What follows belongs to an exercise in optimizing a design on an open flow for small area; a production flow would make more cautious choices. The RTL was checked by simulation tests, not by an equivalence proof against the original design. No activity file was given, so power comes from the tool's default toggle rates.

===== flow/design.v =====
module adc128spiController (
input  wire        clk_40MHz,
input  wire [8:0]  pos,
output wire        spi_cs_n,
output wire        spi_sclk,
output wire        spi_din,
input  wire        spi_dout,
output reg  [60:0] loop
);
assign spi_cs_n = (pos[7:0] == 8'd0);
assign spi_sclk = ~pos[3] & (pos[7:4] != 4'd0);
assign spi_din  = pos[8] & (pos[7:0] >= 8'd72) & (pos[7:0] <= 8'd87);
wire sample = (pos[3:0] == 4'd15) & (pos[7:6] != 2'd0);
always @(posedge clk_40MHz)
	loop <= {loop[59:0], sample ? spi_dout : loop[60]};
endmodule
module pcm1802Slave (
input  wire        clk_40MHz,
input  wire [8:0]  pos,
output wire        bck,
output wire        lrck,
output wire        scki,
input  wire        dout,
output reg  [34:0] left_loop,
output reg  [24:0] right_loop
);
assign scki = pos[0];
assign bck  = pos[2];
assign lrck = pos[8] ? (pos[7:0] < 8'd252) : (pos[7:0] >= 8'd252);
wire sample = (pos[2:0] == 3'd3) & ~(pos[7] & pos[6]);
always @(posedge clk_40MHz) begin
	left_loop  <= {left_loop[33:0],  (sample & ~pos[8]) ? dout : left_loop[34]};
	right_loop <= {right_loop[23:0], (sample &  pos[8]) ? dout : right_loop[24]};
end
endmodule
module dataGenerator (
	input nReset,
	input clock,
	input [8:0] pos,          
	input frame1,             
	input frame2,             
	input [9:0] adc_databus,
	input testModeFlag,
	input seqLoad,           
	input [60:0] adc_loop,
	input [34:0] pcm_left_loop,
	input [24:0] pcm_right_loop,
	output [15:0] dataOut
);
reg [9:0] adcData;
reg [9:0] testData;
reg [47:0] sequenceCount;
reg [5:0] top_6_bits;
localparam [191:0] SYNC_PATTERN = 192'hDDDF20251015DDDF20251015DDDF20251016FEDCBA987654;
assign dataOut[15:10] = top_6_bits;
assign dataOut[9:0] = testModeFlag ? testData : adcData;
wire [11:0] adc_left, adc_right;
wire [23:0] pcm_left, pcm_right;
genvar b;
generate
	for (b = 0; b < 12; b = b + 1) begin : adc_bits
		assign adc_left[b]  = adc_loop[(1024 + 32 + (b < 6) - (79 + 16 * (11 - b)) - 1) % 61];
		assign adc_right[b] = adc_loop[(1024 + 34 + (b < 6) - (335 + 16 * (11 - b)) - 1) % 61];
	end
	for (b = 0; b < 24; b = b + 1) begin : pcm_bits
		assign pcm_left[b]  = pcm_left_loop[(512 + 38 + (23 - b) / 6 - (3 + 8 * (23 - b)) - 1) % 35];
		assign pcm_right[b] = pcm_right_loop[(512 + 42 + (23 - b) / 6 - (259 + 8 * (23 - b)) - 1) % 25];
	end
endgenerate
wire        in_sync = (pos[8:5] == 4'd0);
wire        in_seq  = (pos[8:4] >= 5'd3);
wire        in_aud  = (pos[8:4] == 5'd2);
wire [5:0]  sync_field = SYNC_PATTERN[pos[4:0]*6 +: 6];
wire [7:0]  seq_sel;
wire [15:0] aud_sel;
generate
	for (b = 0; b < 8; b = b + 1) begin : seq_sels
		assign seq_sel[b] = in_seq & (pos[2:0] == b);
	end
	for (b = 0; b < 16; b = b + 1) begin : aud_sels
		assign aud_sel[b] = in_aud & (pos[3:0] == b);
	end
endgenerate
wire adc_on = frame2;
wire pl_on  = frame2;
wire pr_on  = frame1;
wire [5:0] field =
	({6{in_sync}} & sync_field) |
	({6{seq_sel[0]}} & sequenceCount[5:0]) |
	({6{seq_sel[1]}} & sequenceCount[11:6]) |
	({6{seq_sel[2]}} & sequenceCount[17:12]) |
	({6{seq_sel[3]}} & sequenceCount[23:18]) |
	({6{seq_sel[4]}} & sequenceCount[29:24]) |
	({6{seq_sel[5]}} & sequenceCount[35:30]) |
	({6{seq_sel[6]}} & sequenceCount[41:36]) |
	({6{seq_sel[7]}} & sequenceCount[47:42]) |
	({6{aud_sel[0]  & adc_on}} & adc_left[11:6]) |
	({6{aud_sel[1]  & adc_on}} & adc_left[5:0]) |
	({6{aud_sel[2]  & adc_on}} & adc_right[11:6]) |
	({6{aud_sel[3]  & adc_on}} & adc_right[5:0]) |
	({6{aud_sel[6]  & pl_on}}  & pcm_left[23:18]) |
	({6{aud_sel[7]  & pl_on}}  & pcm_left[17:12]) |
	({6{aud_sel[8]  & pl_on}}  & pcm_left[11:6]) |
	({6{aud_sel[9]  & pl_on}}  & pcm_left[5:0]) |
	({6{aud_sel[10] & pr_on}}  & pcm_right[23:18]) |
	({6{aud_sel[11] & pr_on}}  & pcm_right[17:12]) |
	({6{aud_sel[12] & pr_on}}  & pcm_right[11:6]) |
	({6{aud_sel[13] & pr_on}}  & pcm_right[5:0]);
wire        seq_inc = in_seq & (pos[2:0] == 3'd7);
wire [48:0] seq_carry;
wire [10:0] test_carry;
assign seq_carry[0]  = seq_inc;
assign test_carry[0] = 1'b1;
generate
	for (b = 0; b < 48; b = b + 1) begin : seq_add
		assign seq_carry[b+1] = seq_carry[b] & sequenceCount[b];
	end
	for (b = 0; b < 10; b = b + 1) begin : test_add
		assign test_carry[b+1] = test_carry[b] & testData[b];
	end
endgenerate
always @ (posedge clock, negedge nReset) begin
	if (!nReset) begin
		adcData <= 10'd0;
		testData <= 10'd0;
		sequenceCount <= 48'd0;
		top_6_bits <= 6'd0;
	end else begin
		adcData <= adc_databus;
		if (testData == 10'd1020)
			testData <= 10'd0;
		else
			testData <= testData ^ test_carry[9:0];
		top_6_bits <= field;
		if (seqLoad)
			sequenceCount <= {sequenceCount[37:0], adc_databus};
		else
			sequenceCount <= sequenceCount ^ seq_carry[47:0];
	end
end
endmodule
module ddCapture (
	input         clk,           
	input         nReset,        
	input  [9:0]  adc_databus,   
	input         testMode,      
	input         seqLoad,       
	input         adc128_sdat,   
	input         pcm_dout,      
	output [15:0] dataOut,       
	output        adc128_cs_n,
	output        adc128_sclk,
	output        adc128_din,
	output        pcm_bck,
	output        pcm_lrck,
	output        pcm_scki
);
reg [8:0] pos;
reg       frame1, frame2;
wire [9:0] pos_carry;
assign pos_carry[0] = 1'b1;
genvar i;
generate for (i = 0; i < 9; i = i + 1) begin : pos_inc
	assign pos_carry[i+1] = pos_carry[i] & pos[i];
end endgenerate
wire [8:0] pos_next = pos ^ pos_carry[8:0];
always @(posedge clk or negedge nReset) begin
	if (!nReset) begin
		pos    <= 9'd0;
		frame1 <= 1'b0;
		frame2 <= 1'b0;
	end else begin
		pos <= pos_next;
		if (pos == 9'd511) begin
			frame1 <= 1'b1;
			frame2 <= frame1;
		end
	end
end
wire [60:0] adc_loop;
wire [34:0] pcm_left_loop;
wire [24:0] pcm_right_loop;
adc128spiController audioController0 (
	.clk_40MHz(clk),
	.pos(pos),
	.spi_dout(adc128_sdat),
	.spi_cs_n(adc128_cs_n),
	.spi_sclk(adc128_sclk),
	.spi_din(adc128_din),
	.loop(adc_loop)
);
pcm1802Slave pcm1802_0 (
	.clk_40MHz(clk),
	.pos(pos),
	.bck(pcm_bck),
	.lrck(pcm_lrck),
	.scki(pcm_scki),
	.dout(pcm_dout),
	.left_loop(pcm_left_loop),
	.right_loop(pcm_right_loop)
);
dataGenerator dataGenerator0 (
	.nReset(nReset),
	.clock(clk),
	.pos(pos),
	.frame1(frame1),
	.frame2(frame2),
	.adc_databus(adc_databus),
	.testModeFlag(testMode),
	.seqLoad(seqLoad),
	.adc_loop(adc_loop),
	.pcm_left_loop(pcm_left_loop),
	.pcm_right_loop(pcm_right_loop),
	.dataOut(dataOut)
);
endmodule

===== flow/run.sh =====
#!/bin/bash
# synth_recipe.tcl (not shown) runs the flow's synth.tcl, then flattens the netlist and writes it again
# the make line also repeats each setting of config.mk as NAME=value (left out here)
make -C /OpenROAD-flow-scripts/flow DESIGN_CONFIG=/design/flow/config.mk WORK_HOME=/design/flow/orfs CLKGATE_MAP_FILE= SYNTH_SCRIPT=/design/flow/synth_recipe.tcl finish

===== flow/config.mk =====
export PLATFORM = sky130hd
export DESIGN_NAME = ddCapture
export DESIGN_NICKNAME = ddCapture
export VERILOG_FILES = /design/flow/design.v
export SDC_FILE = /design/flow/constraint.sdc
export NUM_CORES = 4
export LEC_CHECK = 0
export CAP_MARGIN = 20
export CORE_MARGIN = 2
export CORE_UTILIZATION = 40
export CTS_BUF_LIST = sky130_fd_sc_hd__clkbuf_4 sky130_fd_sc_hd__clkbuf_8
export SLEW_MARGIN = 20

===== flow/constraint.sdc =====
create_clock -name core_clock -period 25.0 [get_ports {clk}]
set_input_delay 5.0000 -clock core_clock [delete_from_list [all_inputs] [get_ports {clk}]]
set_output_delay 5.0000 -clock core_clock [all_outputs]
set_load 0.01 [all_outputs]

==> out/qor.csv, run 1 <==
metric,value,unit
via count,4794,
Synth top area share,31.58,%
CP endpoint kind,primary output,
startpoint class of the critical path,primary input,
Synth top cells by count,"121 x dfxtp_1, 85 x dfrtp_1, 72 x ha_1",
clock power share,43.3,%
synthesized area,7671,µm²
CTS sink count,206,
NetSw,0.0001620,W
DR pass1 iterations,6,
Syn Area/Cell,13.11,µm²
DR iter-0 viols,404,
Final setup viols,0,
status,finished clean,
HP Start,audioController0.loop[16],
Hold WC Path Type,reg -> reg,
"Clk pin slew, worst setup/hold paths",60,ps
Final Slew Violations,0,
Die Width,142.5,µm
Hold EP,audioController0.loop[17],
Gate power share,5.7,%
Mapped Cells,585,
CP Data Arrival Time,6600,ps
die height,142.5,µm
worst r2r src,pos[8],
io pins,38,
Syn. warnings,4,
GRT Total Usage,17.08,%
unrepaired setup endpoints after global routing,false,
post-synthesis register bit count,206,
post-route ant nets,0,
Synth area leader,dfxtp_1,
CTS tree,yes,
r2r setup slk,13760,ps
Hold Buf Count CTS,0,
CTS root buffer,clkbuf_8,
Worst Skew,19.44,ps
Crit Path Max Fanout,10,
slowest CP cell,clkdlybuf4s50_1,
FMAX,86.22,MHz
sequential share of the synthesized area,59.31,%
"count leader, synth",dfxtp_1,
Critical Path Most Common Cell,clkdlybuf4s50_1,
setup bufs post-CTS,0,
initial antenna violation count,0,
maxcap violations,0,
Post-synth EDFFs,0,
vias per inst,5.374,
total gr overflow,0,
core area,18770,µm²
total CTS buffers,34,
number of non-filler instances in the completed layout,892,
Reg power frac,51.0,%
synth unique cells,52,
CP peak stage delay,730,ps
Bufs on Longest Clock Path,3,
Crit Reg-Reg Endpoint,dataGenerator0.sequenceCount[46],
final net count,721,
CP required,20000,ps
Rel. slew slack,39.83,%
CP Class,in -> out,
Initial Util,40.87,%
fin crit period,11600,ps
Avg WL per Cell,18.62,µm
HPWL Detailed,11.09,mm
Synth area leaders,"dfxtp_1 32%, dfrtp_1 28%, ha_1 12%",
hold slack,306.0,ps
Int Pwr,0.0005495,W
Routed WL,16.61,mm
placed cells,831,
vias in the first global route,4921,
sw frac,22.76,%
critical-path cell list,clkdlybuf4s50_1 > mux2_2 > clkdlybuf4s50_1,
GPL Wtd Cong,0.8410,
largest net degree at the start of global routing,69,
period utilisation layout,46.39,%
net count after synthesis,673,
maximum vdd drop,0.04445,mV
area delta synth->final,16.95,%
PortBufs,37,
final hold violation count,0,
pwr/cell area,79.31,nW/µm²
first-pass GRT wire length,26.81,mm
DRC viols,0,
Leak,3.911,nW
Inserted Diodes,0,
setup TNS,0,ps
Rows,50,
asr flop ratio synth,41.26,%
layout cell share with drive strength beyond 1,21.73,%
cts repair resizes,0,
clk latency of the worst-skew pair,520,ps
worst slew pin tran,902.5,ps
H-tree levels,2,
FF-to-FF path depth,51,
Hold Path Cell Cnt,0,
Synth Flop Type,dfxtp_1,
die area,20300,µm²
## cells in the final DEF, fill, tap and decap left out, drive strengths merged, types with 9 or more instances in the layout
master and n:
a21oi 11, dfxtp 121, o21ai 15, dfrtp 85, mux2 63, clkdlybuf4s50 35
nor2 19, a22oi 20, buf 9, ha 72, nand2 21, clkbuf 52
a222oi 12, inv 11, nand3 18, nor2b 9
## state kept, by name, summed over array words and instances, names as in the netlist
register	flops
pcm1802_0.right_loop	25
frame2	1
pos	9
dataGenerator0.testData	10
audioController0.loop	61
frame1	1
dataGenerator0.top_6_bits	6
dataGenerator0.sequenceCount	48
dataGenerator0.adcData	10
pcm1802_0.left_loop	35
## how the worst max path moves through the flow
stage             start                               end  cells after the start
3_3_place_gp   testMode                        dataOut[4]                      3
6_report       testMode                        dataOut[8]                      3
3_5_place_dp   testMode                        dataOut[8]                      3
2_1_floorplan  testMode                        dataOut[0]                      2
5_1_grt          pos[8]  dataGenerator0.sequenceCount[47]                     52
4_1_cts        testMode                        dataOut[8]                      3
## logic make-up after synthesis
| logic type | synth area share (%) |
|---|---|
| xor gates and xnor gates | 0.5710 |
| muxes | 9.640 |
| DFF | 59.31 |
| buffers and inverters | 2.463 |
| AOI/OAI and AO/OA | 9.705 |
| adders and majority gates | 11.74 |
| and+or+nand+nor | 6.573 |
## worst max-delay path, delay by kind of cell
family | cells | cell delay (ps)
buf+inv | 2 | 1210
mux | 1 | 390
## metal layers
layer | global-route usage [%] | routed length, µm
met2 | 26.77 | 7830
met1 | 23.09 | 7563
met3 | 4.172 | 936
met5 | 0 | 0
met4 | 6.097 | 279
## power by group through the flow
stage | Combinational (W) | Clock, W | Sequential (W)
after floorplan | 0.0000258 | 0 | 0.000363
after detailed placement | 0.0000413 | 0 | 0.000370
after global routing | 0.0000458 | 0.000335 | 0.000365
after CTS | 0.0000416 | 0.000318 | 0.000363
after global placement | 0.0000396 | 0 | 0.000370
final | 0.0000405 | 0.000308 | 0.000363
## metrics by stage
step / setup slack [ps] / total power (W) / util (%) / cell area [µm²]
after global placement: 13430 / 0.0004094 / 43.84 / 8228
final: 13400 / 0.0007115 / 47.80 / 8971
after CTS: 13380 / 0.0007226 / 47.76 / 8964
after detailed placement: 13390 / 0.0004113 / 43.84 / 8228
after global routing: 13210 / 0.0007464 / 47.80 / 8971
after floorplan: 14280 / 0.0003892 / - / 7671
## cell type report
class                           instances  area, µm²
Timing Repair Buffer                   44      417.9
Clock inverter                          9      88.84
Multi-Input combinational cell        337       2938
Clock buffer                           52      646.9
Tap cell                              234      292.8
Fill cell                            1682       9797
Sequential cell                       206       4549
Inverter                               10      37.54
==> inputs of run 2 (changes only) <==
--- a/flow/config.mk
+++ b/flow/config.mk
@@ -10,3 +10,3 @@
 export CORE_UTILIZATION = 40
-export CTS_BUF_LIST = sky130_fd_sc_hd__clkbuf_4 sky130_fd_sc_hd__clkbuf_8
+export CTS_BUF_LIST = sky130_fd_sc_hd__clkbuf_8
 export SLEW_MARGIN = 20
==> run 2 against run 1 <==
  * Critical path type unchanged
  * Clock power shrank 5%
  * Setup slack gained 2.8 ps
  * Final cell count is the same
  * Still clean on timing, DRC and antenna
  * Critical path depth is the same
  * Count of clock-buffer cells in the layout shrank 11
  * Global-route usage is essentially flat
==> out/qor.csv, run 2 <==
metric,value,unit
number of non-filler instances in the completed layout,892,
Die Width,142.5,µm
synthesized area,7671,µm²
Reg power frac,52.2,%
CTS tree,yes,
Hold EP,audioController0.loop[17],
HPWL Detailed,11.09,mm
worst r2r src,pos[2],
Crit Reg-Reg Endpoint,dataGenerator0.sequenceCount[46],
period utilisation layout,46.38,%
clock power share,42.0,%
post-synthesis register bit count,206,
Synth top cells by count,"121 x dfxtp_1, 85 x dfrtp_1, 72 x ha_1",
Gate power share,5.8,%
area delta synth->final,16.41,%
startpoint class of the critical path,primary input,
Hold Buf Count CTS,0,
initial antenna violation count,0,
maxcap violations,0,
Setup WS pre-CTS,13390,ps
CP Class,in -> out,
Leak,3.919,nW
Final setup viols,0,
setup TNS,0,ps
max reg flops,61,
footprint of the multi-input gates,2938,µm²
sequential share of the synthesized area,59.31,%
die area,20300,µm²
sw frac,23.37,%
Crit Path Max Fanout,10,
Synth area leader,dfxtp_1,
Synth area leaders,"dfxtp_1 32%, dfrtp_1 28%, ha_1 12%",
fin crit period,11590,ps
Largest Register,audioController0.loop,
Layout Utilization,47.58,%
HP Start,audioController0.loop[16],
io pins,38,
GPL Wtd Cong,0.8410,
Avg WL per Cell,18.58,µm
NetSw,0.0001626,W
GRT Total Usage,17.05,%
Final Slew Violations,0,
unrepaired setup endpoints after global routing,false,
setup bufs post-CTS,0,
Hold Path Cell Cnt,0,
Rows,50,
Inserted Diodes,0,
net count after synthesis,673,
layout cell share with drive strength beyond 1,20.06,%
Fillers,1686,
Int Pwr,0.0005330,W
CP Data Arrival Time,6590,ps
"count leader, synth",dfxtp_1,
DR iter-0 viols,421,
top flop regs,"audioController0.loop: 61 flops, dataGenerator0.sequenceCount: 48 flops, pcm1802_0.left_loop: 35 flops",
FF-to-FF path depth,51,
cts repair resizes,0,
maximum vdd drop,0.04456,mV
final net count,721,
worst setup margin,13410,ps
clk latency of the worst-skew pair,530,ps
CTS sink count,206,
worst slew pin tran,897.0,ps
r2r setup slk,13770,ps
"commonest non-fill, non-tap cells in the layout","121 x dfxtp_1, 85 x dfrtp_1, 72 x ha_1",
CP endpoint kind,primary output,
Syn Area/Cell,13.11,µm²
PortBufs,37,
Rel. slew slack,40.20,%
vias per inst,5.376,
Routed WL,16.58,mm
post-route ant nets,0,
CP required,20000,ps
Worst Setup SP,testMode,
Hold WC Path Type,reg -> reg,
post-route cell area,8930,µm²
FMAX,86.25,MHz
Mapped Cells,585,
H-tree levels,2,
Bufs on Longest Clock Path,3,
first-pass GRT wire length,26.76,mm
storage element area,4549,µm²
DRC viols,0,
vias in the first global route,4919,
Synth Flop Type,dfxtp_1,
total CTS buffers,34,
Synth top area share,31.58,%
Area after DPL,8228,µm²
Post-synth EDFFs,0,
CTS root buffer,clkbuf_8,
status,finished clean,
"most common cell after layout, fill and taps aside",dfxtp_1,
DR pass1 iterations,5,
total gr overflow,0,
Initial Util,40.87,%
die height,142.5,µm
"Clk pin slew, worst setup/hold paths",60,ps
Worst Skew,21.80,ps
asr flop ratio synth,41.26,%
final hold violation count,0,
placed cells,831,
core area,18770,µm²
via count,4795,
Syn. warnings,4,
synth unique cells,52,
pwr/cell area,77.89,nW/µm²
largest net degree at the start of global routing,69,
-- run 2: through the flow --
step                      hold slack [ps]  total power [W]
after global routing                312.2        0.0007299
after floorplan                     309.6        0.0003892
final                               305.7        0.0006956
after CTS                           304.0        0.0007059
after detailed placement            312.1        0.0004113
after global placement              310.4        0.0004094
-- run 2: how the worst max path moves through the flow --
stage / to
global placement: dataOut[4]
floorplan: dataOut[0]
detailed placement: dataOut[8]
finish: dataOut[8]
global route: dataGenerator0.sequenceCount[47]
CTS: dataOut[8]
-- run 2: critical path: stages --
cell	delay, ps
clkdlybuf4s50_1	730
mux2_2	390
clkdlybuf4s50_1	480
-- run 2: cell families after synthesis --
logic type	synth area share [%]
multiplexers	9.640
AO/OA/AOI/OAI	9.705
flip-flops	59.31
buffers and inverters	2.463
AND/OR/NAND/NOR	6.573
XOR/XNOR	0.5710
adder cells (fa/ha/maj)	11.74
-- run 2: layout make-up --
cell class,count,share of cell area (%)
well taps,234,3.279
clock inverters,20,1.457
flip-flops and latches,206,50.95
inverters,10,0.4203
repair buffers,44,4.680
multi-input cells,337,32.90
clock buffers,41,6.319
-- run 2: power groups by stage --
stage	logic, W	registers [W]	clock network (W)
6_report	0.0000405	0.000363	0.000292
5_1_grt	0.0000458	0.000365	0.000319
4_1_cts	0.0000416	0.000363	0.000301
3_5_place_dp	0.0000413	0.000370	0
3_3_place_gp	0.0000396	0.000370	0
2_1_floorplan	0.0000258	0.000363	0
-- run 2: layer usage --
| layer | part of all wire (%) | GRT usage [%] | vias to the layer above |
|---|---|---|---|
| met1 | 46 | 23.15 | 2397 |
| li1 | - | - | 2254 |
| met2 | 47 | 26.75 | 120 |
| met3 | 4.9 | 3.903 | 24 |
| met5 | 0 | 0 | - |
| met4 | 1.9 | 6.149 | 0 |
==> inputs of run 3 (changes only) <==
--- a/flow/design.v
+++ b/flow/design.v
@@ -7,4 +7,6 @@
 input  wire        spi_dout,
-output reg  [60:0] loop
-);
+output wire [11:0] left_shown,
+output wire [11:0] right_shown
+);
+localparam integer LEN = 51;
 assign spi_cs_n = (pos[7:0] == 8'd0);
@@ -13,4 +15,24 @@
 wire sample = (pos[3:0] == 4'd15) & (pos[7:6] != 2'd0);
-always @(posedge clk_40MHz)
-	loop <= {loop[59:0], sample ? spi_dout : loop[60]};
+wire first6 = (pos[7:4] <= 4'd9);
+wire [3:0] ins;
+assign ins[0] = sample & ~pos[8] &  first6;
+assign ins[1] = sample & ~pos[8] & ~first6;
+assign ins[2] = sample &  pos[8] &  first6;
+assign ins[3] = sample &  pos[8] & ~first6;
+reg [LEN-1:0] loop;
+wire [LEN-1:0] prev = {loop[LEN-2:0], loop[LEN-1]};
+always @(posedge clk_40MHz) begin
+	loop    <= prev;
+	loop[0] <= ins[0] ? spi_dout : prev[0];
+	loop[2] <= ins[1] ? spi_dout : prev[2];
+	loop[5] <= ins[2] ? spi_dout : prev[5];
+	loop[7] <= ins[3] ? spi_dout : prev[7];
+end
+genvar i;
+generate
+	for (i = 0; i < 12; i = i + 1) begin : shown
+		assign left_shown[11-i]  = loop[((i < 6 ? 0 : 2) + 1024 + 32 + (i >= 6) - (79 + 16 * i) - 1) % LEN];
+		assign right_shown[11-i] = loop[((i < 6 ? 5 : 7) + 1024 + 34 + (i >= 6) - (335 + 16 * i) - 1) % LEN];
+	end
+endgenerate
 endmodule
@@ -23,5 +45,7 @@
 input  wire        dout,
-output reg  [34:0] left_loop,
-output reg  [24:0] right_loop
-);
+output wire [23:0] left_shown,
+output wire [23:0] right_shown
+);
+localparam integer LLEN = 29;
+localparam integer RLEN = 25;
 assign scki = pos[0];
@@ -30,6 +54,24 @@
 wire sample = (pos[2:0] == 3'd3) & ~(pos[7] & pos[6]);
+wire [2:0] lins;
+assign lins[0] = sample & ~pos[8] & (pos[7:3] <= 5'd5);
+assign lins[1] = sample & ~pos[8] & (pos[7:3] >= 5'd6) & (pos[7:3] <= 5'd11);
+assign lins[2] = sample & ~pos[8] & (pos[7:3] >= 5'd12);
+wire rins = sample & pos[8];
+reg [LLEN-1:0] lloop;
+reg [RLEN-1:0] rloop;
+wire [LLEN-1:0] lprev = {lloop[LLEN-2:0], lloop[LLEN-1]};
 always @(posedge clk_40MHz) begin
-	left_loop  <= {left_loop[33:0],  (sample & ~pos[8]) ? dout : left_loop[34]};
-	right_loop <= {right_loop[23:0], (sample &  pos[8]) ? dout : right_loop[24]};
-end
+	lloop    <= lprev;
+	lloop[0] <= lins[0] ? dout : lprev[0];
+	lloop[9] <= lins[1] ? dout : lprev[9];
+	lloop[8] <= lins[2] ? dout : lprev[8];
+	rloop    <= {rloop[RLEN-2:0], rins ? dout : rloop[RLEN-1]};
+end
+genvar i;
+generate
+	for (i = 0; i < 24; i = i + 1) begin : shown
+		assign left_shown[23-i]  = lloop[((i < 6 ? 0 : i < 12 ? 9 : 8) + 512 + 38 + i / 6 - (3 + 8 * i) - 1) % LLEN];
+		assign right_shown[23-i] = rloop[(512 + 42 + i / 6 - (259 + 8 * i) - 1) % RLEN];
+	end
+endgenerate
 endmodule
@@ -44,5 +86,6 @@
 	input seqLoad,           
-	input [60:0] adc_loop,
-	input [34:0] pcm_left_loop,
-	input [24:0] pcm_right_loop,
+	input [11:0] adc_left,
+	input [11:0] adc_right,
+	input [23:0] pcm_left,
+	input [23:0] pcm_right,
 	output [15:0] dataOut
@@ -56,15 +99,3 @@
 assign dataOut[9:0] = testModeFlag ? testData : adcData;
-wire [11:0] adc_left, adc_right;
-wire [23:0] pcm_left, pcm_right;
 genvar b;
-generate
-	for (b = 0; b < 12; b = b + 1) begin : adc_bits
-		assign adc_left[b]  = adc_loop[(1024 + 32 + (b < 6) - (79 + 16 * (11 - b)) - 1) % 61];
-		assign adc_right[b] = adc_loop[(1024 + 34 + (b < 6) - (335 + 16 * (11 - b)) - 1) % 61];
-	end
-	for (b = 0; b < 24; b = b + 1) begin : pcm_bits
-		assign pcm_left[b]  = pcm_left_loop[(512 + 38 + (23 - b) / 6 - (3 + 8 * (23 - b)) - 1) % 35];
-		assign pcm_right[b] = pcm_right_loop[(512 + 42 + (23 - b) / 6 - (259 + 8 * (23 - b)) - 1) % 25];
-	end
-endgenerate
 wire        in_sync = (pos[8:5] == 4'd0);
@@ -179,5 +210,4 @@
 end
-wire [60:0] adc_loop;
-wire [34:0] pcm_left_loop;
-wire [24:0] pcm_right_loop;
+wire [11:0] adc_left, adc_right;
+wire [23:0] pcm_left, pcm_right;
 adc128spiController audioController0 (
@@ -189,3 +219,4 @@
 	.spi_din(adc128_din),
-	.loop(adc_loop)
+	.left_shown(adc_left),
+	.right_shown(adc_right)
 );
@@ -198,4 +229,4 @@
 	.dout(pcm_dout),
-	.left_loop(pcm_left_loop),
-	.right_loop(pcm_right_loop)
+	.left_shown(pcm_left),
+	.right_shown(pcm_right)
 );
@@ -210,5 +241,6 @@
 	.seqLoad(seqLoad),
-	.adc_loop(adc_loop),
-	.pcm_left_loop(pcm_left_loop),
-	.pcm_right_loop(pcm_right_loop),
+	.adc_left(adc_left),
+	.adc_right(adc_right),
+	.pcm_left(pcm_left),
+	.pcm_right(pcm_right),
 	.dataOut(dataOut)
--- a/flow/config.mk
+++ b/flow/config.mk
@@ -11,2 +11,4 @@
 export CTS_BUF_LIST = sky130_fd_sc_hd__clkbuf_8
+export CTS_CLUSTER_DIAMETER = 200
+export CTS_CLUSTER_SIZE = 40
 export SLEW_MARGIN = 20
==> run 3 against run 2 <==
  * Critical path depth stayed put
  * Total power down 18%
  * Cell area down 5.4%
  * Combinational power grew 4%
  * Non-clock buffer count down 1
  * Area after synthesis decreased by 2.3%
  * Synthesized cell count is 0.34% lower
  * Count of clock-buffer cells in the layout down 23
  * Worst hold slack improved by 23 ps
  * Sequential cell count is 16 lower
  * Largest power group unchanged
  * Highest routed layer unchanged
==> out/qor.csv, run 3 <==
metric,value,unit
status,finished clean,
H-tree levels,4,
asr flop ratio synth,44.74,%
"count leader, synth",dfxtp_1,
GPL Wtd Cong,0.8882,
Inserted Diodes,0,
io pins,38,
Worst Skew,12.49,ps
Die Width,140.8,µm
CTS root buffer,clkbuf_8,
Worst Path Buf+Inv,2,
die height,140.8,µm
DR iter-0 viols,439,
die area,19840,µm²
"commonest non-fill, non-tap cells in the layout","105 x dfxtp_1, 85 x dfrtp_1, 72 x ha_1",
Critical Path Most Common Cell,clkdlybuf4s50_1,
post-route ant nets,0,
setup TNS,0,ps
post-synthesis register bit count,190,
Leak,3.659,nW
Rows,50,
hold slack,328.3,ps
slowest CP cell,clkdlybuf4s50_1,
placed cells,831,
Post-synth EDFFs,0,
first-pass GRT wire length,26.36,mm
maximum vdd drop,0.03418,mV
Layout Utilization,45.62,%
PortBufs,37,
period utilisation layout,46.59,%
Hold WC Path Type,reg -> reg,
critical-path cell list,clkdlybuf4s50_1 > mux2_2 > clkdlybuf4s50_1,
Avg WL per Cell,18.58,µm
Largest Register,audioController0.loop,
synth unique cells,58,
area delta synth->final,12.78,%
HPWL Detailed,11.18,mm
maxcap violations,0,
NetSw,0.0001490,W
CTS tree,yes,
largest net degree at the start of global routing,86,
Initial Util,40.45,%
"most common cell after layout, fill and taps aside",dfxtp_1,
Final Slew Violations,0,
number of non-filler instances in the completed layout,864,
sw frac,26.08,%
CP peak stage delay,770,ps
Gate power share,7.4,%
DRC viols,0,
vias per inst,5.396,
DR pass1 iterations,8,
Crit Path Max Fanout,10,
Synth top area share,28.39,%
core area,18520,µm²
Mapped Cells,583,
top flop regs,"audioController0.loop: 51 flops, dataGenerator0.sequenceCount: 48 flops, pcm1802_0.lloop: 29 flops",
synthesized area,7491,µm²
CP required,20000,ps
"Clk pin slew, worst setup/hold paths",110,ps
layout cell share with drive strength beyond 1,18.73,%
Synth top cells by count,"105 x dfxtp_1, 85 x dfrtp_1, 72 x ha_1",
Int Pwr,0.0004223,W
clock power share,33.5,%
CP Data Arrival Time,6650,ps
initial antenna violation count,0,
Fillers,1694,
total CTS buffers,17,
Final setup viols,0,
Syn. warnings,4,
r2r setup slk,14190,ps
Routed WL,16.05,mm
startpoint class of the critical path,primary input,
Rel. slew slack,47.01,%
net count after synthesis,671,
sequential share of the synthesized area,56.46,%
worst slew pin tran,788.2,ps
Bufs on Longest Clock Path,2,
total gr overflow,0,
CP endpoint kind,primary output,
final hold violation count,0,
Reg power frac,59.1,%
pwr/cell area,67.63,nW/µm²
GRT Total Usage,17.23,%
Synth area leader,dfrtp_1,
via count,4662,
vias in the first global route,4813,
"Largest delay share family, worst path",buffers and inverters,
fin crit period,11650,ps
Hold Buf Count CTS,0,
final net count,705,
Synth area leaders,"dfrtp_1 28%, dfxtp_1 28%, ha_1 12%",
Syn Area/Cell,12.85,µm²
max reg flops,51,
CP Class,in -> out,
setup bufs post-CTS,0,
clk latency of the worst-skew pair,470,ps
FMAX,85.86,MHz
CTS sink count,190,
cts repair resizes,0,
unrepaired setup endpoints after global routing,false,
Synth Flop Type,dfxtp_1,
-- run 3: cell types whose count changed after synthesis, sizes merged, moves of 4 or more --
cell    before  now
nor3         6   11
buf         17   11
a22o         3    7
nand2b       1    6
nand3       18   13
a21oi       11   20
dfxtp      121  105
nand2       21   17
o21ai       15    9
-- run 3: path summary, 6_finish.rpt --
path | start | endpoint | cells past startpoint
max reg2reg | pos[4] | dataGenerator0.sequenceCount[46] | 50
min | audioController0.loop[11] | audioController0.loop[12] | 0
max | testMode | dataOut[6] | 3
min reg2reg | audioController0.loop[11] | audioController0.loop[12] | 0
max in group asynchronous | nReset | pos[7] | 1
min in group asynchronous | nReset | dataGenerator0.sequenceCount[41] | 1
-- run 3: logic make-up after synthesis --
logic type	after synthesis	synth area share, %
AOI/OAI and AO/OA	94	9.454
xor gates and xnor gates	5	0.5847
adders and majority gates	72	12.03
buffers and inverters	39	2.171
DFF	190	56.46
muxes	70	10.79
and+or+nand+nor	113	8.519
-- run 3: cell type report --
cell class	instances	area (µm²)	area share [%]
Inverter	11	41.29	0.4887
Multi-Input combinational cell	354	3099	36.69
Clock inverter	14	126.4	1.496
Clock buffer	18	247.7	2.932
Timing Repair Buffer	43	411.6	4.873
Tap cell	234	292.8	3.466
Sequential cell	190	4229	50.06
-- run 3: stage by stage --
stage               setup WS [ps]  power [W]  area [µm²]
finish                      13350  0.0005713        8448
global placement            13390  0.0003857        8063
global route                13270  0.0005999        8448
floorplan                   14280  0.0003651        7491
CTS                         13350  0.0005790        8437
detailed placement          13360  0.0003877        8063
-- run 3: power groups by stage --
| stage | Combinational, W | Clock (W) | Sequential (W) |
|---|---|---|---|
| after floorplan | 0.0000273 | 0 | 0.000338 |
| after global placement | 0.0000414 | 0 | 0.000344 |
| after detailed placement | 0.0000429 | 0 | 0.000345 |
| after CTS | 0.0000430 | 0.000198 | 0.000338 |
| after global routing | 0.0000485 | 0.000211 | 0.000340 |
| final | 0.0000421 | 0.000191 | 0.000338 |
-- run 3: per-layer routing --
| layer | global-route usage, % | up-vias | wire length (µm) |
|---|---|---|---|
| met5 | 0 | - | 0 |
| met4 | 7.105 | 0 | 367 |
| met3 | 4.042 | 25 | 638 |
| met2 | 26.39 | 122 | 7488 |
| met1 | 23.61 | 2309 | 7560 |
| li1 | - | 2206 | - |
==> inputs of run 4 (changes only) <==
--- a/flow/config.mk
+++ b/flow/config.mk
@@ -11,4 +11,2 @@
 export CTS_BUF_LIST = sky130_fd_sc_hd__clkbuf_8
-export CTS_CLUSTER_DIAMETER = 200
-export CTS_CLUSTER_SIZE = 40
 export SLEW_MARGIN = 20
==> run 4 against run 3 <==
  * Still clean
  * Global-route usage unchanged
  * Combinational power about the same
  * Clock skew unchanged
  * Utilization unchanged
  * Final cell count unchanged
  * Area after synthesis unchanged
  * Sequential cell count unchanged
  * Cell area unchanged
  * Clock power about the same
  * Wire length unchanged
==> out/qor.csv, run 4 <==
metric,value,unit
Largest Register,audioController0.loop,
io pins,38,
post-synthesis register bit count,190,
post-route cell area,8448,µm²
"count leader, synth",dfxtp_1,
Worst Skew,12.49,ps
total gr overflow,0,
DR pass1 iterations,8,
number of non-filler instances in the completed layout,864,
clk latency of the worst-skew pair,470,ps
Routed WL,16.05,mm
CP endpoint kind,primary output,
DRC viols,0,
Hold WC Path Type,reg -> reg,
worst setup margin,13350,ps
fin crit period,11650,ps
vias in the first global route,4813,
FMAX,85.86,MHz
DR iter-0 viols,439,
GPL Wtd Cong,0.8882,
first-pass GRT wire length,26.36,mm
GR Layer Usage met1,23.61,%
Rel. slew slack,47.01,%
Hold Path Cell Cnt,0,
Synth area leaders,"dfrtp_1 28%, dfxtp_1 28%, ha_1 12%",
Synth area leader,dfrtp_1,
setup TNS,0,ps
top flop regs,"audioController0.loop: 51 flops, dataGenerator0.sequenceCount: 48 flops, pcm1802_0.lloop: 29 flops",
CP required,20000,ps
initial antenna violation count,0,
Fillers,1694,
Avg WL per Cell,18.58,µm
asr flop ratio synth,44.74,%
Post-synth EDFFs,0,
total CTS buffers,17,
placed cells,831,
final hold violation count,0,
Setup WS pre-CTS,13360,ps
net count after synthesis,671,
CTS sink count,190,
H-tree levels,4,
CP Class,in -> out,
Rows,50,
Mapped Cells,583,
maximum vdd drop,0.03418,mV
CTS root buffer,clkbuf_8,
vias per inst,5.396,
GRT Total Usage,17.23,%
status,finished clean,
"commonest non-fill, non-tap cells in the layout","105 x dfxtp_1, 85 x dfrtp_1, 72 x ha_1",
Area after DPL,8063,µm²
Synth Flop Type,dfxtp_1,
CTS tree,yes,
Initial Util,40.45,%
Syn. warnings,4,
Critical Path Most Common Cell,clkdlybuf4s50_1,
"Clk pin slew, worst setup/hold paths",110,ps
cts repair resizes,0,
FF-to-FF path depth,50,
startpoint class of the critical path,primary input,
core area,18520,µm²
setup bufs post-CTS,0,
worst slew pin tran,788.2,ps
Hold Buf Count CTS,0,
Final Slew Violations,0,
die height,140.8,µm
Final setup viols,0,
post-route ant nets,0,
global-route track usage on met2,26.39,%
sequential share of the synthesized area,56.46,%
final net count,705,
max reg flops,51,
Bufs on Longest Clock Path,2,
synth unique cells,58,
Synth top area share,28.39,%
period utilisation layout,46.59,%
Synth top cells by count,"105 x dfxtp_1, 85 x dfrtp_1, 72 x ha_1",
synthesized area,7491,µm²
HPWL Detailed,11.18,mm
layout cell share with drive strength beyond 1,18.73,%
die area,19840,µm²
busiest grt layer,met2,
Die Width,140.8,µm
unrepaired setup endpoints after global routing,false,
slowest CP cell,clkdlybuf4s50_1,
Inserted Diodes,0,
area delta synth->final,12.78,%
Leak,3.659,nW
CP peak stage delay,770,ps
critical-path cell list,clkdlybuf4s50_1 > mux2_2 > clkdlybuf4s50_1,
PortBufs,37,
via count,4662,
maxcap violations,0,
pwr/cell area,67.63,nW/µm²
"most common cell after layout, fill and taps aside",dfxtp_1,
GRT met3 Usage,4.042,%
Syn Area/Cell,12.85,µm²
CP Data Arrival Time,6650,ps
largest net degree at the start of global routing,86,
Crit Path Max Fanout,10,
r2r setup slk,14190,ps
## run 4: cell counts after synthesis
Identical to the previous run, type by type.
## run 4: critical path: cells and delay by family
family | cells | cell delay, ps
buffers and inverters | 2 | 1250
muxes | 1 | 390
## run 4: final timing paths
kind                                           start                          endpoint
min in group asynchronous                     nReset  dataGenerator0.sequenceCount[41]
hold reg to reg            audioController0.loop[11]         audioController0.loop[12]
max in group asynchronous                     nReset                            pos[7]
hold / removal             audioController0.loop[11]         audioController0.loop[12]
setup reg to reg                              pos[4]  dataGenerator0.sequenceCount[46]
setup / recovery                            testMode                        dataOut[6]
## run 4: routing by layer
metal	share of wire [%]	vias to the layer above
met5	0	-
met4	2.3	0
met3	4.0	25
met2	47	122
met1	47	2309
li1	-	2206
## run 4: report_power, final
part	leakage [nW]	internal [W]	switching [W]
combinational	1.60	0.0000247	0.0000174
clock	0.195	0.0000756	0.000116
sequential	1.87	0.000322	0.0000158
total	3.66	0.000422	0.000149
## run 4: logic make-up after synthesis
logic type	synth area share [%]
DFF	56.46
muxes	10.79
and+or+nand+nor	8.519
buffers and inverters	2.171
AOI/OAI and AO/OA	9.454
xor gates and xnor gates	0.5847
adders and majority gates	12.03
## run 4: per-stage QoR
| step | power (W) | util, % | hold slack [ps] |
|---|---|---|---|
| 2_1_floorplan | 0.0003651 | - | 309.6 |
| 3_3_place_gp | 0.0003857 | 43.54 | 311.1 |
| 5_1_grt | 0.0005999 | 45.62 | 328.9 |
| 3_5_place_dp | 0.0003877 | 43.54 | 312.1 |
| 6_report | 0.0005713 | 45.62 | 328.3 |
| 4_1_cts | 0.0005790 | 45.56 | 328.2 |
## run 4: cell type report
| cell class | instances | area, µm² | share of cell area, % |
|---|---|---|---|
| Timing Repair Buffer | 43 | 411.6 | 4.873 |
| Tap cell | 234 | 292.8 | 3.466 |
| Clock buffer | 18 | 247.7 | 2.932 |
| Sequential cell | 190 | 4229 | 50.06 |
| Clock inverter | 14 | 126.4 | 1.496 |
| Multi-Input combinational cell | 354 | 3099 | 36.69 |
| Inverter | 11 | 41.29 | 0.4887 |
==> inputs of run 5 (changes only) <==
--- a/flow/config.mk
+++ b/flow/config.mk
@@ -10,3 +10,5 @@
 export CORE_UTILIZATION = 40
-export CTS_BUF_LIST = sky130_fd_sc_hd__clkbuf_8
+export CTS_BUF_LIST = sky130_fd_sc_hd__clkbuf_16
+export CTS_CLUSTER_DIAMETER = 300
+export CTS_CLUSTER_SIZE = 50
 export SLEW_MARGIN = 20
==> run 5 against run 4 <==
  * Wire length grew 0.99%
  * Highest routed layer unchanged
  * Die area did not move
  * First-iteration DRC count decreased by 4.8%
  * Area after synthesis unchanged
  * Sequential power barely moved
  * Global-route usage rose by 0.068 points
  * Still clean
  * Final cell count unchanged
  * Total power up 11%
  * Critical path type unchanged
  * Clock power up 34%
  * Count of clock-buffer cells in the layout decreased by 1
  * Register-to-register slack better by 40 ps
  * Largest cell class unchanged
  * Clock skew fell by 5.8 ps
==> out/qor.csv, run 5 <==
metric,value,unit
status,finished clean,
maximum vdd drop,0.04479,mV
period utilisation layout,46.56,%
Synth top cells by count,"105 x dfxtp_1, 85 x dfrtp_1, 72 x ha_1",
setup TNS,0,ps
"commonest non-fill, non-tap cells in the layout","105 x dfxtp_1, 85 x dfrtp_1, 72 x ha_1",
maxcap violations,0,
CP Class,in -> out,
storage element area,4229,µm²
CP required,20000,ps
Mapped Cells,583,
unrepaired setup endpoints after global routing,false,
final net count,705,
Hold Buf Count CTS,0,
CP endpoint kind,primary output,
final hold violation count,0,
net count after synthesis,671,
Synth top area share,28.39,%
H-tree levels,4,
max reg flops,51,
setup bufs post-CTS,0,
Worst Skew,6.684,ps
layout cell share with drive strength beyond 1,18.57,%
top flop regs,"audioController0.loop: 51 flops, dataGenerator0.sequenceCount: 48 flops, pcm1802_0.lloop: 29 flops",
DR pass1 iterations,7,
footprint of the multi-input gates,3099,µm²
vias per inst,5.384,
Largest Register,audioController0.loop,
Synth Flop Type,dfxtp_1,
FMAX,85.92,MHz
sequential share of the synthesized area,56.46,%
asr flop ratio synth,44.74,%
cts repair resizes,0,
clk latency of the worst-skew pair,430,ps
die area,19840,µm²
die height,140.8,µm
CTS tree,yes,
PortBufs,37,
Crit Path Max Fanout,10,
"most common cell after layout, fill and taps aside",dfxtp_1,
worst slew pin tran,801.3,ps
DRC viols,0,
Bufs on Longest Clock Path,2,
Initial Util,40.45,%
Synth area leader,dfrtp_1,
Inserted Diodes,0,
HPWL Detailed,11.18,mm
DR iter-0 viols,418,
vias in the first global route,4804,
Final setup viols,0,
"count leader, synth",dfxtp_1,
first-pass GRT wire length,26.54,mm
GPL Wtd Cong,0.8882,
Leak,3.741,nW
GRT Total Usage,17.29,%
Fillers,1669,
CTS sink count,190,
CP Data Arrival Time,6640,ps
CTS root buffer,clkbuf_16,
post-route ant nets,0,
Syn Area/Cell,12.85,µm²
post-synthesis register bit count,190,
Hold WC Path Type,reg -> reg,
Die Width,140.8,µm
synth unique cells,58,
Post-synth EDFFs,0,
Synth area leaders,"dfrtp_1 28%, dfxtp_1 28%, ha_1 12%",
Rel. slew slack,46.58,%
fin crit period,11640,ps
pwr/cell area,73.69,nW/µm²
initial antenna violation count,0,
total CTS buffers,17,
io pins,38,
Rows,50,
total gr overflow,0,
Layout Utilization,46.60,%
Avg WL per Cell,18.77,µm
Final Slew Violations,0,
Routed WL,16.21,mm
via count,4652,
area delta synth->final,15.20,%
largest net degree at the start of global routing,86,
core area,18520,µm²
hold slack,327.0,ps
startpoint class of the critical path,primary input,
"Clk pin slew, worst setup/hold paths",70,ps
synthesized area,7491,µm²
Syn. warnings,4,
==> run 5: per-stage QoR <==
step,worst slack [ps],std cells,area (µm²),total power [W]
6_report,13360,864,8630,0.0006359
3_5_place_dp,13360,831,8063,0.0003877
2_1_floorplan,14280,583,7491,0.0003651
3_3_place_gp,13390,831,8063,0.0003857
5_1_grt,13270,864,8630,0.0006644
4_1_cts,13350,863,8618,0.0006429
==> run 5: worst paths after layout <==
kind | endpoint | startpoint | depth (start not counted) | slack, ps
setup / recovery | dataOut[0] | testMode | 3 | 13360
max in group asynchronous | pos[7] | nReset | 1 | 19820
hold reg to reg | pcm1802_0.rloop[3] | pcm1802_0.rloop[2] | 0 | 330
min in group asynchronous | dataGenerator0.sequenceCount[35] | nReset | 1 | 4630
setup reg to reg | dataGenerator0.sequenceCount[46] | pos[4] | 50 | 14230
hold / removal | pcm1802_0.rloop[3] | pcm1802_0.rloop[2] | 0 | 330
==> run 5: worst max-delay path: stages <==
cell and delay [ps]:
clkdlybuf4s50_1 760, mux2_2 400, clkdlybuf4s50_1 490
==> run 5: cell families after synthesis <==
kind of cell / count (synthesis) / synth area share (%)
AOI/OAI and AO/OA: 94 / 9.454
adders and majority gates: 72 / 12.03
xor gates and xnor gates: 5 / 0.5847
muxes: 70 / 10.79
DFF: 190 / 56.46
buffers and inverters: 39 / 2.171
and+or+nand+nor: 113 / 8.519
==> run 5: area by class of cell <==
| type | count | area share, % |
|---|---|---|
| tap | 234 | 3.393 |
| inverter | 11 | 0.4785 |
| clock buffer | 17 | 4.930 |
| multi-input combinational | 354 | 35.91 |
| timing repair buffer | 43 | 4.770 |
| sequential | 190 | 49.01 |
| clock inverter | 15 | 1.508 |
==> run 5: layer usage <==
layer / global-route usage, % / wire [µm] / share of wire (%)
met1: 23.62 / 7529 / 46
met2: 26.98 / 7666 / 47
met3: 4.144 / 729 / 4.5
met4: 6.211 / 287 / 1.8
met5: 0 / 0 / 0
==> run 5: power by group <==
part | switching, W | internal (W)
Sequential | 0.0000160 | 0.000322
Clock | 0.000124 | 0.000131
Combinational | 0.0000176 | 0.0000247
==> inputs of run 6 (changes only) <==
==> flow/flow/run.sh (new file) <==
#!/bin/bash
# Own layout flow: the standard flow (standard.sh), with two changes to how
# the layout is made:
#  - clock tree: larger sink clusters and no dummy loads (CTS_ARGS)
#  - port buffers: the smallest buffer cell (BUFFER_PORTS_ARGS)
# Everything else (synthesis, floorplan, power grid, taps, placement, routing,
# finish) is the standard flow unchanged. Full tool logs stay under orfs/logs/;
# the make output goes to flow_make.log in the work folder.
set -euo pipefail
export CTS_ARGS="-sink_clustering_enable -repair_clock_nets -dont_use_dummy_load -buf_list sky130_fd_sc_hd__clkbuf_8"
export BUFFER_PORTS_ARGS="-buffer_cell sky130_fd_sc_hd__buf_1"
bash standard.sh > flow_make.log 2>&1
==> flow/standard.sh (new file) <==
#!/bin/bash
# synth_recipe.tcl (not shown) runs the flow's synth.tcl, then flattens the netlist and writes it again
# the make line also repeats each setting of config.mk as NAME=value (left out here)
make -C /OpenROAD-flow-scripts/flow DESIGN_CONFIG=/design/flow/config.mk WORK_HOME=/design/flow/orfs CLKGATE_MAP_FILE= SYNTH_SCRIPT=/design/flow/synth_recipe.tcl "${@:-finish}"
--- a/flow/config.mk
+++ b/flow/config.mk
@@ -10,5 +10,2 @@
 export CORE_UTILIZATION = 40
-export CTS_BUF_LIST = sky130_fd_sc_hd__clkbuf_16
-export CTS_CLUSTER_DIAMETER = 300
-export CTS_CLUSTER_SIZE = 50
 export SLEW_MARGIN = 20
removed: flow/run.sh
==> run 6 against run 5 <==
  * Cell area fell by 6.2%
  * Combinational power fell by 8.3%
  * Register-to-register slack got worse by 120 ps
  * Fmax rose by 5.8%
  * Die area did not move
==> out/qor.csv, run 6 <==
metric,value,unit
clk latency of the worst-skew pair,460,ps
Worst Skew,29.91,ps
post-route ant nets,0,
CTS root buffer,clkbuf_8,
startpoint class of the critical path,primary input,
Hold Path Cell Cnt,0,
cts repair resizes,0,
"most common cell after layout, fill and taps aside",dfxtp_1,
Reg power frac,64.1,%
Bufs on Longest Clock Path,2,
HPWL Detailed,11.44,mm
CP Data Arrival Time,6000,ps
Synth Flop Type,dfxtp_1,
GPL Wtd Cong,0.9170,
vias per inst,5.559,
synth unique cells,58,
post-route cell area,8090,µm²
max reg flops,51,
CP endpoint kind,primary output,
Rel. slew slack,40.08,%
net count after synthesis,671,
area delta synth->final,8.001,%
Synth top area share,28.39,%
NetSw,0.0001233,W
clock power share,28.5,%
setup bufs post-CTS,0,
CTS sink count,190,
die height,140.8,µm
largest net degree at the start of global routing,57,
DRC viols,0,
Hold Buf Count CTS,0,
maximum vdd drop,0.03450,mV
vias in the first global route,4996,
fin crit period,11000,ps
FF-to-FF path depth,51,
Final Slew Violations,0,
Design Power,0.0005268,W
number of non-filler instances in the completed layout,849,
Fillers,1731,
PortBufs,37,
Area after DPL,7851,µm²
worst slew pin tran,898.8,ps
first-pass GRT wire length,26.90,mm
Syn. warnings,4,
HP Start,pcm1802_0.lloop[5],
Synth top cells by count,"105 x dfxtp_1, 85 x dfrtp_1, 72 x ha_1",
CP required,20000,ps
total CTS buffers,17,
setup TNS,0,ps
Leak,3.490,nW
r2r setup slk,14110,ps
pwr/cell area,65.12,nW/µm²
asr flop ratio synth,44.74,%
Crit Reg-Reg Endpoint,dataGenerator0.sequenceCount[46],
total gr overflow,0,
Routed WL,16.24,mm
Inserted Diodes,0,
placed cells,832,
Gate power share,7.4,%
die area,19840,µm²
core area,18520,µm²
io pins,38,
status,finished clean,
worst r2r src,pos[1],
post-synthesis register bit count,190,
Hold EP,pcm1802_0.lloop[6],
initial antenna violation count,0,
Final setup viols,0,
GRT Total Usage,17.55,%
Crit Path Max Fanout,10,
FMAX,90.94,MHz
Die Width,140.8,µm
"Clk pin slew, worst setup/hold paths",100,ps
Mapped Cells,583,
"commonest non-fill, non-tap cells in the layout","105 x dfxtp_1, 85 x dfrtp_1, 72 x ha_1",
Rows,50,
"count leader, synth",dfxtp_1,
Int Pwr,0.0004035,W
Post-synth EDFFs,0,
Initial Util,40.45,%
layout cell share with drive strength beyond 1,17.07,%
CP Class,in -> out,
final net count,705,
period utilisation layout,43.99,%
Synth area leader,dfrtp_1,
final hold violation count,0,
H-tree levels,4,
DR pass1 iterations,6,
Synth area leaders,"dfrtp_1 28%, dfxtp_1 28%, ha_1 12%",
unrepaired setup endpoints after global routing,false,
top flop regs,"audioController0.loop: 51 flops, dataGenerator0.sequenceCount: 48 flops, pcm1802_0.lloop: 29 flops",
sequential share of the synthesized area,56.46,%
Syn Area/Cell,12.85,µm²
Largest Register,audioController0.loop,
maxcap violations,0,
via count,4720,
Avg WL per Cell,19.13,µm
DR iter-0 viols,350,
synthesized area,7491,µm²
sw frac,23.41,%
Hold WC Path Type,reg -> reg,
CTS tree,yes,
[run 6: cell count changes in the layout (fill, tap and decap cells not counted), sizes merged]
cell           previous run  this run
clkbuf                   18        19
clkinv                    5         0
inv                      20        11
buf                       7        41
clkdlybuf4s50            35         0
clkinvlp                  1         0
[run 6: routing by layer]
metal / global-route usage [%] / wire length (µm)
met5: 0 / 0
met4: 7.368 / 506
met3: 4.857 / 825
met2: 27.14 / 7588
met1: 23.30 / 7320
[run 6: power groups by stage]
stage	registers [W]	clock network [W]	logic (W)
after floorplan	0.000338	0	0.0000273
after global placement	0.000344	0	0.0000380
after detailed placement	0.000344	0	0.0000399
after CTS	0.000338	0.000155	0.0000397
after global routing	0.000340	0.000169	0.0000450
final	0.000338	0.000150	0.0000388
[run 6: cell type report]
type | count | area, µm² | area share [%]
sequential | 190 | 4229 | 52.27
multi-input combinational | 354 | 3104 | 38.37
tap | 234 | 292.8 | 3.619
clock buffer | 17 | 234.0 | 2.892
timing repair buffer | 43 | 188.9 | 2.335
inverter | 11 | 41.29 | 0.5104
[run 6: through the flow]
stage               worst slack [ps]  util [%]  hold slack, ps
floorplan                      14280         -           309.6
global placement               14080     42.40           310.6
detailed placement             14010     42.40           312.1
CTS                            14010     43.66           293.2
global route                   13560     43.69           302.6
finish                         14000     43.69           293.7
[run 6: logic make-up after synthesis]
| kind of cell | after synthesis | share of synthesized area [%] |
|---|---|---|
| xor gates and xnor gates | 5 | 0.5847 |
| DFF | 190 | 56.46 |
| adders and majority gates | 72 | 12.03 |
| AOI/OAI and AO/OA | 94 | 9.454 |
| muxes | 70 | 10.79 |
| buffers and inverters | 39 | 2.171 |
| and+or+nand+nor | 113 | 8.519 |
[run 6: worst max-delay path, stage by stage]
cell and delay [ps]:
buf_1 450, mux2_2 410, buf_1 130
[run 6: how the worst max path moves through the flow]
stage	start	end	depth (start not counted)
after global routing	pos[1]	dataGenerator0.sequenceCount[46]	51
after CTS	testMode	dataOut[7]	3
after detailed placement	testMode	dataOut[7]	3
after global placement	testMode	dataOut[7]	3
final	testMode	dataOut[7]	3
after floorplan	testMode	dataOut[0]	2
==> inputs of run 7 (changes only) <==
--- a/flow/design.v
+++ b/flow/design.v
@@ -7,11 +7,10 @@
 input  wire        spi_dout,
-output wire [11:0] left_shown,
-output wire [11:0] right_shown
-);
-localparam integer LEN = 51;
+output wire [5:0]  shown
+);
+localparam integer LEN = 52;
 assign spi_cs_n = (pos[7:0] == 8'd0);
 assign spi_sclk = ~pos[3] & (pos[7:4] != 4'd0);
-assign spi_din  = pos[8] & (pos[7:0] >= 8'd72) & (pos[7:0] <= 8'd87);
+assign spi_din  = pos[8] & ~pos[7] & pos[6] & ~pos[5] & (pos[4] ^ pos[3]);
 wire sample = (pos[3:0] == 4'd15) & (pos[7:6] != 2'd0);
-wire first6 = (pos[7:4] <= 4'd9);
+wire first6 = ~pos[7] | ~(pos[6] | pos[5]);    
 wire [3:0] ins;
@@ -25,14 +24,8 @@
 	loop    <= prev;
-	loop[0] <= ins[0] ? spi_dout : prev[0];
-	loop[2] <= ins[1] ? spi_dout : prev[2];
-	loop[5] <= ins[2] ? spi_dout : prev[5];
-	loop[7] <= ins[3] ? spi_dout : prev[7];
-end
-genvar i;
-generate
-	for (i = 0; i < 12; i = i + 1) begin : shown
-		assign left_shown[11-i]  = loop[((i < 6 ? 0 : 2) + 1024 + 32 + (i >= 6) - (79 + 16 * i) - 1) % LEN];
-		assign right_shown[11-i] = loop[((i < 6 ? 5 : 7) + 1024 + 34 + (i >= 6) - (335 + 16 * i) - 1) % LEN];
-	end
-endgenerate
+	loop[12] <= ins[0] ? spi_dout : prev[12];
+	loop[3]  <= ins[1] ? spi_dout : prev[3];
+	loop[6]  <= ins[2] ? spi_dout : prev[6];
+	loop[49] <= ins[3] ? spi_dout : prev[49];
+end
+assign shown = {loop[0], loop[36], loop[20], loop[4], loop[40], loop[24]};
 endmodule
@@ -52,8 +45,10 @@
 assign bck  = pos[2];
-assign lrck = pos[8] ? (pos[7:0] < 8'd252) : (pos[7:0] >= 8'd252);
+assign lrck = pos[8] ^ (&pos[7:2]);    
 wire sample = (pos[2:0] == 3'd3) & ~(pos[7] & pos[6]);
 wire [2:0] lins;
-assign lins[0] = sample & ~pos[8] & (pos[7:3] <= 5'd5);
-assign lins[1] = sample & ~pos[8] & (pos[7:3] >= 5'd6) & (pos[7:3] <= 5'd11);
-assign lins[2] = sample & ~pos[8] & (pos[7:3] >= 5'd12);
+wire lfirst  = ~pos[7] & ~pos[6] & ~(pos[5] & pos[4]);
+wire lsecond = ~pos[7] & ((~pos[6] & pos[5] & pos[4]) | (pos[6] & ~pos[5]));
+assign lins[0] = sample & ~pos[8] & lfirst;
+assign lins[1] = sample & ~pos[8] & lsecond;
+assign lins[2] = sample & ~pos[8] & ~lfirst & ~lsecond;
 wire rins = sample & pos[8];
@@ -86,4 +81,3 @@
 	input seqLoad,           
-	input [11:0] adc_left,
-	input [11:0] adc_right,
+	input [5:0] adc_shown,         
 	input [23:0] pcm_left,
@@ -100,6 +94,42 @@
 genvar b;
-wire        in_sync = (pos[8:5] == 4'd0);
-wire        in_seq  = (pos[8:4] >= 5'd3);
-wire        in_aud  = (pos[8:4] == 5'd2);
-wire [5:0]  sync_field = SYNC_PATTERN[pos[4:0]*6 +: 6];
+wire        in_sync = ~(pos[8] | pos[7] | pos[6] | pos[5]);                 
+wire        in_aud  = ~(pos[8] | pos[7] | pos[6]) & pos[5] & ~pos[4];        
+wire        in_seq  = pos[8] | pos[7] | pos[6] | (pos[5] & pos[4]);         
+reg [5:0] sync_field;
+always @(*) begin
+	case (pos[4:0])
+		5'd0: sync_field = SYNC_PATTERN[5:0];
+		5'd1: sync_field = SYNC_PATTERN[11:6];
+		5'd2: sync_field = SYNC_PATTERN[17:12];
+		5'd3: sync_field = SYNC_PATTERN[23:18];
+		5'd4: sync_field = SYNC_PATTERN[29:24];
+		5'd5: sync_field = SYNC_PATTERN[35:30];
+		5'd6: sync_field = SYNC_PATTERN[41:36];
+		5'd7: sync_field = SYNC_PATTERN[47:42];
+		5'd8: sync_field = SYNC_PATTERN[53:48];
+		5'd9: sync_field = SYNC_PATTERN[59:54];
+		5'd10: sync_field = SYNC_PATTERN[65:60];
+		5'd11: sync_field = SYNC_PATTERN[71:66];
+		5'd12: sync_field = SYNC_PATTERN[77:72];
+		5'd13: sync_field = SYNC_PATTERN[83:78];
+		5'd14: sync_field = SYNC_PATTERN[89:84];
+		5'd15: sync_field = SYNC_PATTERN[95:90];
+		5'd16: sync_field = SYNC_PATTERN[101:96];
+		5'd17: sync_field = SYNC_PATTERN[107:102];
+		5'd18: sync_field = SYNC_PATTERN[113:108];
+		5'd19: sync_field = SYNC_PATTERN[119:114];
+		5'd20: sync_field = SYNC_PATTERN[125:120];
+		5'd21: sync_field = SYNC_PATTERN[131:126];
+		5'd22: sync_field = SYNC_PATTERN[137:132];
+		5'd23: sync_field = SYNC_PATTERN[143:138];
+		5'd24: sync_field = SYNC_PATTERN[149:144];
+		5'd25: sync_field = SYNC_PATTERN[155:150];
+		5'd26: sync_field = SYNC_PATTERN[161:156];
+		5'd27: sync_field = SYNC_PATTERN[167:162];
+		5'd28: sync_field = SYNC_PATTERN[173:168];
+		5'd29: sync_field = SYNC_PATTERN[179:174];
+		5'd30: sync_field = SYNC_PATTERN[185:180];
+		5'd31: sync_field = SYNC_PATTERN[191:186];
+	endcase
+end
 wire [7:0]  seq_sel;
@@ -127,6 +157,3 @@
 	({6{seq_sel[7]}} & sequenceCount[47:42]) |
-	({6{aud_sel[0]  & adc_on}} & adc_left[11:6]) |
-	({6{aud_sel[1]  & adc_on}} & adc_left[5:0]) |
-	({6{aud_sel[2]  & adc_on}} & adc_right[11:6]) |
-	({6{aud_sel[3]  & adc_on}} & adc_right[5:0]) |
+	({6{(aud_sel[0] | aud_sel[1] | aud_sel[2] | aud_sel[3]) & adc_on}} & adc_shown) |
 	({6{aud_sel[6]  & pl_on}}  & pcm_left[23:18]) |
@@ -210,3 +237,3 @@
 end
-wire [11:0] adc_left, adc_right;
+wire [5:0]  adc_shown;
 wire [23:0] pcm_left, pcm_right;
@@ -219,4 +246,3 @@
 	.spi_din(adc128_din),
-	.left_shown(adc_left),
-	.right_shown(adc_right)
+	.shown(adc_shown)
 );
@@ -241,4 +267,3 @@
 	.seqLoad(seqLoad),
-	.adc_left(adc_left),
-	.adc_right(adc_right),
+	.adc_shown(adc_shown),
 	.pcm_left(pcm_left),
==> run 7 against run 6 <==
  * Still clean on timing, DRC and antenna
  * Critical path depth up 49
  * Register-to-register slack worse by 340 ps
  * Sequential cell count increased by 1
  * Total power is 0.76% higher
  * First-iteration DRC count up 1.1%
  * Global-route usage decreased by 1.2 points
  * Synthesized cell count down 5.5%
  * Fmax decreased by 2.1%
  * Critical path type is now reg -> reg
  * Largest cell class unchanged
==> out/qor.csv, run 7 <==
metric,value,unit
post-route cell area,7876,µm²
clk latency of the worst-skew pair,470,ps
maxcap violations,0,
vias in the first global route,4611,
Bufs on Longest Clock Path,2,
CP endpoint kind,register,
final net count,670,
Largest Register,audioController0.loop,
"Clk pin slew, worst setup/hold paths",110,ps
top flop regs,"audioController0.loop: 52 flops, dataGenerator0.sequenceCount: 48 flops, pcm1802_0.lloop: 29 flops",
total CTS buffers,17,
Avg WL per Cell,18.63,µm
Synth top cells by count,"106 x dfxtp_1, 85 x dfrtp_1, 70 x ha_1",
Synth area leader,dfrtp_1,
synthesized area,7284,µm²
HPWL Detailed,10.69,mm
Synth area leaders,"dfrtp_1 29%, dfxtp_1 29%, ha_1 12%",
Mapped Cells,551,
Post-synth EDFFs,0,
Area after DPL,7614,µm²
Worst Skew,43.37,ps
"most common cell after layout, fill and taps aside",dfxtp_1,
DR pass1 iterations,5,
startpoint class of the critical path,register,
Synth Flop Type,dfxtp_1,
period utilisation layout,44.94,%
CP Data Arrival Time,11550,ps
Routed WL,15.11,mm
initial antenna violation count,0,
first-pass GRT wire length,24.62,mm
Worst Path Buf+Inv,1,
CP Class,reg -> reg,
sequential share of the synthesized area,58.33,%
maximum vdd drop,0.03735,mV
core area,17900,µm²
status,finished clean,
Hold WC Path Type,reg -> reg,
area delta synth->final,8.124,%
DR iter-0 viols,354,
post-synthesis register bit count,191,
Synth top area share,29.20,%
Syn. warnings,4,
largest net degree at the start of global routing,86,
Initial Util,40.69,%
Inserted Diodes,0,
HP Start,pcm1802_0.lloop[10],
final hold violation count,0,
die area,19310,µm²
Worst Setup SP,pos[1],
PortBufs,37,
GRT Total Usage,16.31,%
FMAX,89.01,MHz
post-route ant nets,0,
"Largest delay share family, worst path",adder cells,
io pins,38,
worst r2r src,pos[1],
Hold Buf Count CTS,0,
Syn Area/Cell,13.22,µm²
"commonest non-fill, non-tap cells in the layout","106 x dfxtp_1, 85 x dfrtp_1, 70 x ha_1",
CP required,25310,ps
CTS sink count,191,
Rel. slew slack,35.86,%
GPL Wtd Cong,0.8567,
via count,4470,
"count leader, synth",dfxtp_1,
fin crit period,11230,ps
net count after synthesis,637,
cts repair resizes,0,
unrepaired setup endpoints after global routing,false,
slowest CP cell,ha_1,
setup bufs post-CTS,0,
max reg flops,52,
total gr overflow,0,
layout cell share with drive strength beyond 1,16.84,%
Leak,3.350,nW
setup TNS,0,ps
CP peak stage delay,480,ps
Critical Path Most Common Cell,ha_1,
die height,139.0,µm
Rows,49,
worst slew pin tran,962.1,ps
synth unique cells,56,
H-tree levels,4,
Crit Path Max Fanout,20,
vias per inst,5.512,
Final setup viols,0,
Final Slew Violations,0,
asr flop ratio synth,44.50,%
DRC viols,0,
pwr/cell area,67.40,nW/µm²
CTS root buffer,clkbuf_8,
CTS tree,yes,
Die Width,139.0,µm
-- run 7: cell types whose count changed after synthesis, sizes merged, moves of 6 or more --
| cell | delta |
|---|---|
| nor2 | -11 |
| clkbuf | -8 |
| a22oi | -7 |
| a221oi | +6 |
| a22o | -6 |
| buf | +6 |
| mux2 | +6 |
-- run 7: metrics by stage --
stage               utilization [%]  total power (W)  instances  hold slack (ps)  worst slack (ps)
finish                        44.00        0.0005308        811            293.0             13770
global route                  44.00        0.0005557        811            301.8             13240
CTS                           43.84        0.0005362        810            297.9             13730
detailed placement            42.53        0.0003884        793            312.1             13790
global placement              42.53        0.0003873        793            309.8             14030
floorplan                         -        0.0003656        551            309.6             14280
-- run 7: final cells by class --
type / count / area [µm²]
well taps: 229 / 286.5
inverters: 10 / 37.54
fillers: 1693 / 10030
repair buffers: 40 / 182.7
multi-input cells: 324 / 2887
clock buffers: 17 / 234.0
flip-flops and latches: 191 / 4249
-- run 7: report_power, final --
group / internal (W) / switching [W] / total [W]
registers: 0.000324 / 0.0000186 / 0.000342
clock network: 0.0000602 / 0.0000887 / 0.000149
logic: 0.0000217 / 0.0000178 / 0.0000395
-- run 7: cells by family (layout without fill, tap and decap cells) --
group                    Yosys count  count (layout)  synth area share [%]
multiplexers                      73              73                 11.27
adder cells (fa/ha/maj)           70              70                 12.02
XOR/XNOR                           5               5                0.6013
AND/OR/NAND/NOR                   86              86                 6.579
buffers and inverters             36              67                 2.113
AO/OA/AOI/OAI                     90              90                 9.087
flip-flops                       191             191                 58.33
-- run 7: per-layer routing --
layer	up-vias	GRT usage [%]	wire [µm]
li1	2073	-	-
met1	2236	23.06	7246
met2	139	24.89	6899
met3	22	3.246	655
met4	0	6.220	308
met5	-	0	0
-- run 7: worst reg2reg max path: cells and delay by family, from the launching register on --
| family | cells | cell delay [ps] |
|---|---|---|
| buf+inv | 1 | 110 |
| simple gates | 1 | 50 |
| fa+ha+maj | 49 | 10200 |
| flops | 1 | 450 |
| mux | 1 | 260 |
-- run 7: final timing paths --
kind / slack, ps / depth (start not counted) / endpoint
min: 290 / 0 / pcm1802_0.lloop[11]
min reg2reg: 290 / 0 / pcm1802_0.lloop[11]
max reg2reg: 13770 / 52 / dataGenerator0.sequenceCount[46]
min in group asynchronous: 4700 / 2 / dataGenerator0.adcData[9]
max: 13770 / 52 / dataGenerator0.sequenceCount[46]
max in group asynchronous: 19700 / 2 / dataGenerator0.sequenceCount[39]

port drivers added, routing unchanged:
No port has a modelled driver above. Below, the same layouts with a new extraction and two added sets of constraints.
Step 1 assumes that a clkbuf_16 drives the clock port and a buf_2 every other input.
Step 2 moves the port delays by t, midway between the first and last clock arrival at a register: inputs arrive t later, outputs are due t later. That takes back most of the time a late clock gives input paths.
Slacks: ideal / step 1 / step 2; pairs: ideal / step 1.
| run | t (ns) | setup slack, ns | latest minus earliest clock arrival (ns) |
|---|---|---|---|
| run 1 | 0.552 | 13.402 / 13.375 / 13.375 | 0.020 / 0.019 |
| run 2 | 0.554 | 13.405 / 13.378 / 13.378 | 0.022 / 0.022 |
| run 3 | 0.499 | 13.353 / 13.328 / 13.328 | 0.013 / 0.013 |
| run 4 | 0.499 | 13.353 / 13.328 / 13.328 | 0.013 / 0.013 |
| run 5 | 0.467 | 13.361 / 13.336 / 13.336 | 0.007 / 0.007 |
| run 6 | 0.487 | 14.003 / 13.975 / 13.975 | 0.031 / 0.031 |
| run 7 | 0.479 | 13.766 / 13.766 / 13.766 | 0.043 / 0.044 |
After both steps setup and hold are still met in every run listed. The setup slack of run 6, which loses most, moves by -0.028 ns with the drivers and by -0.028 ns with both steps.
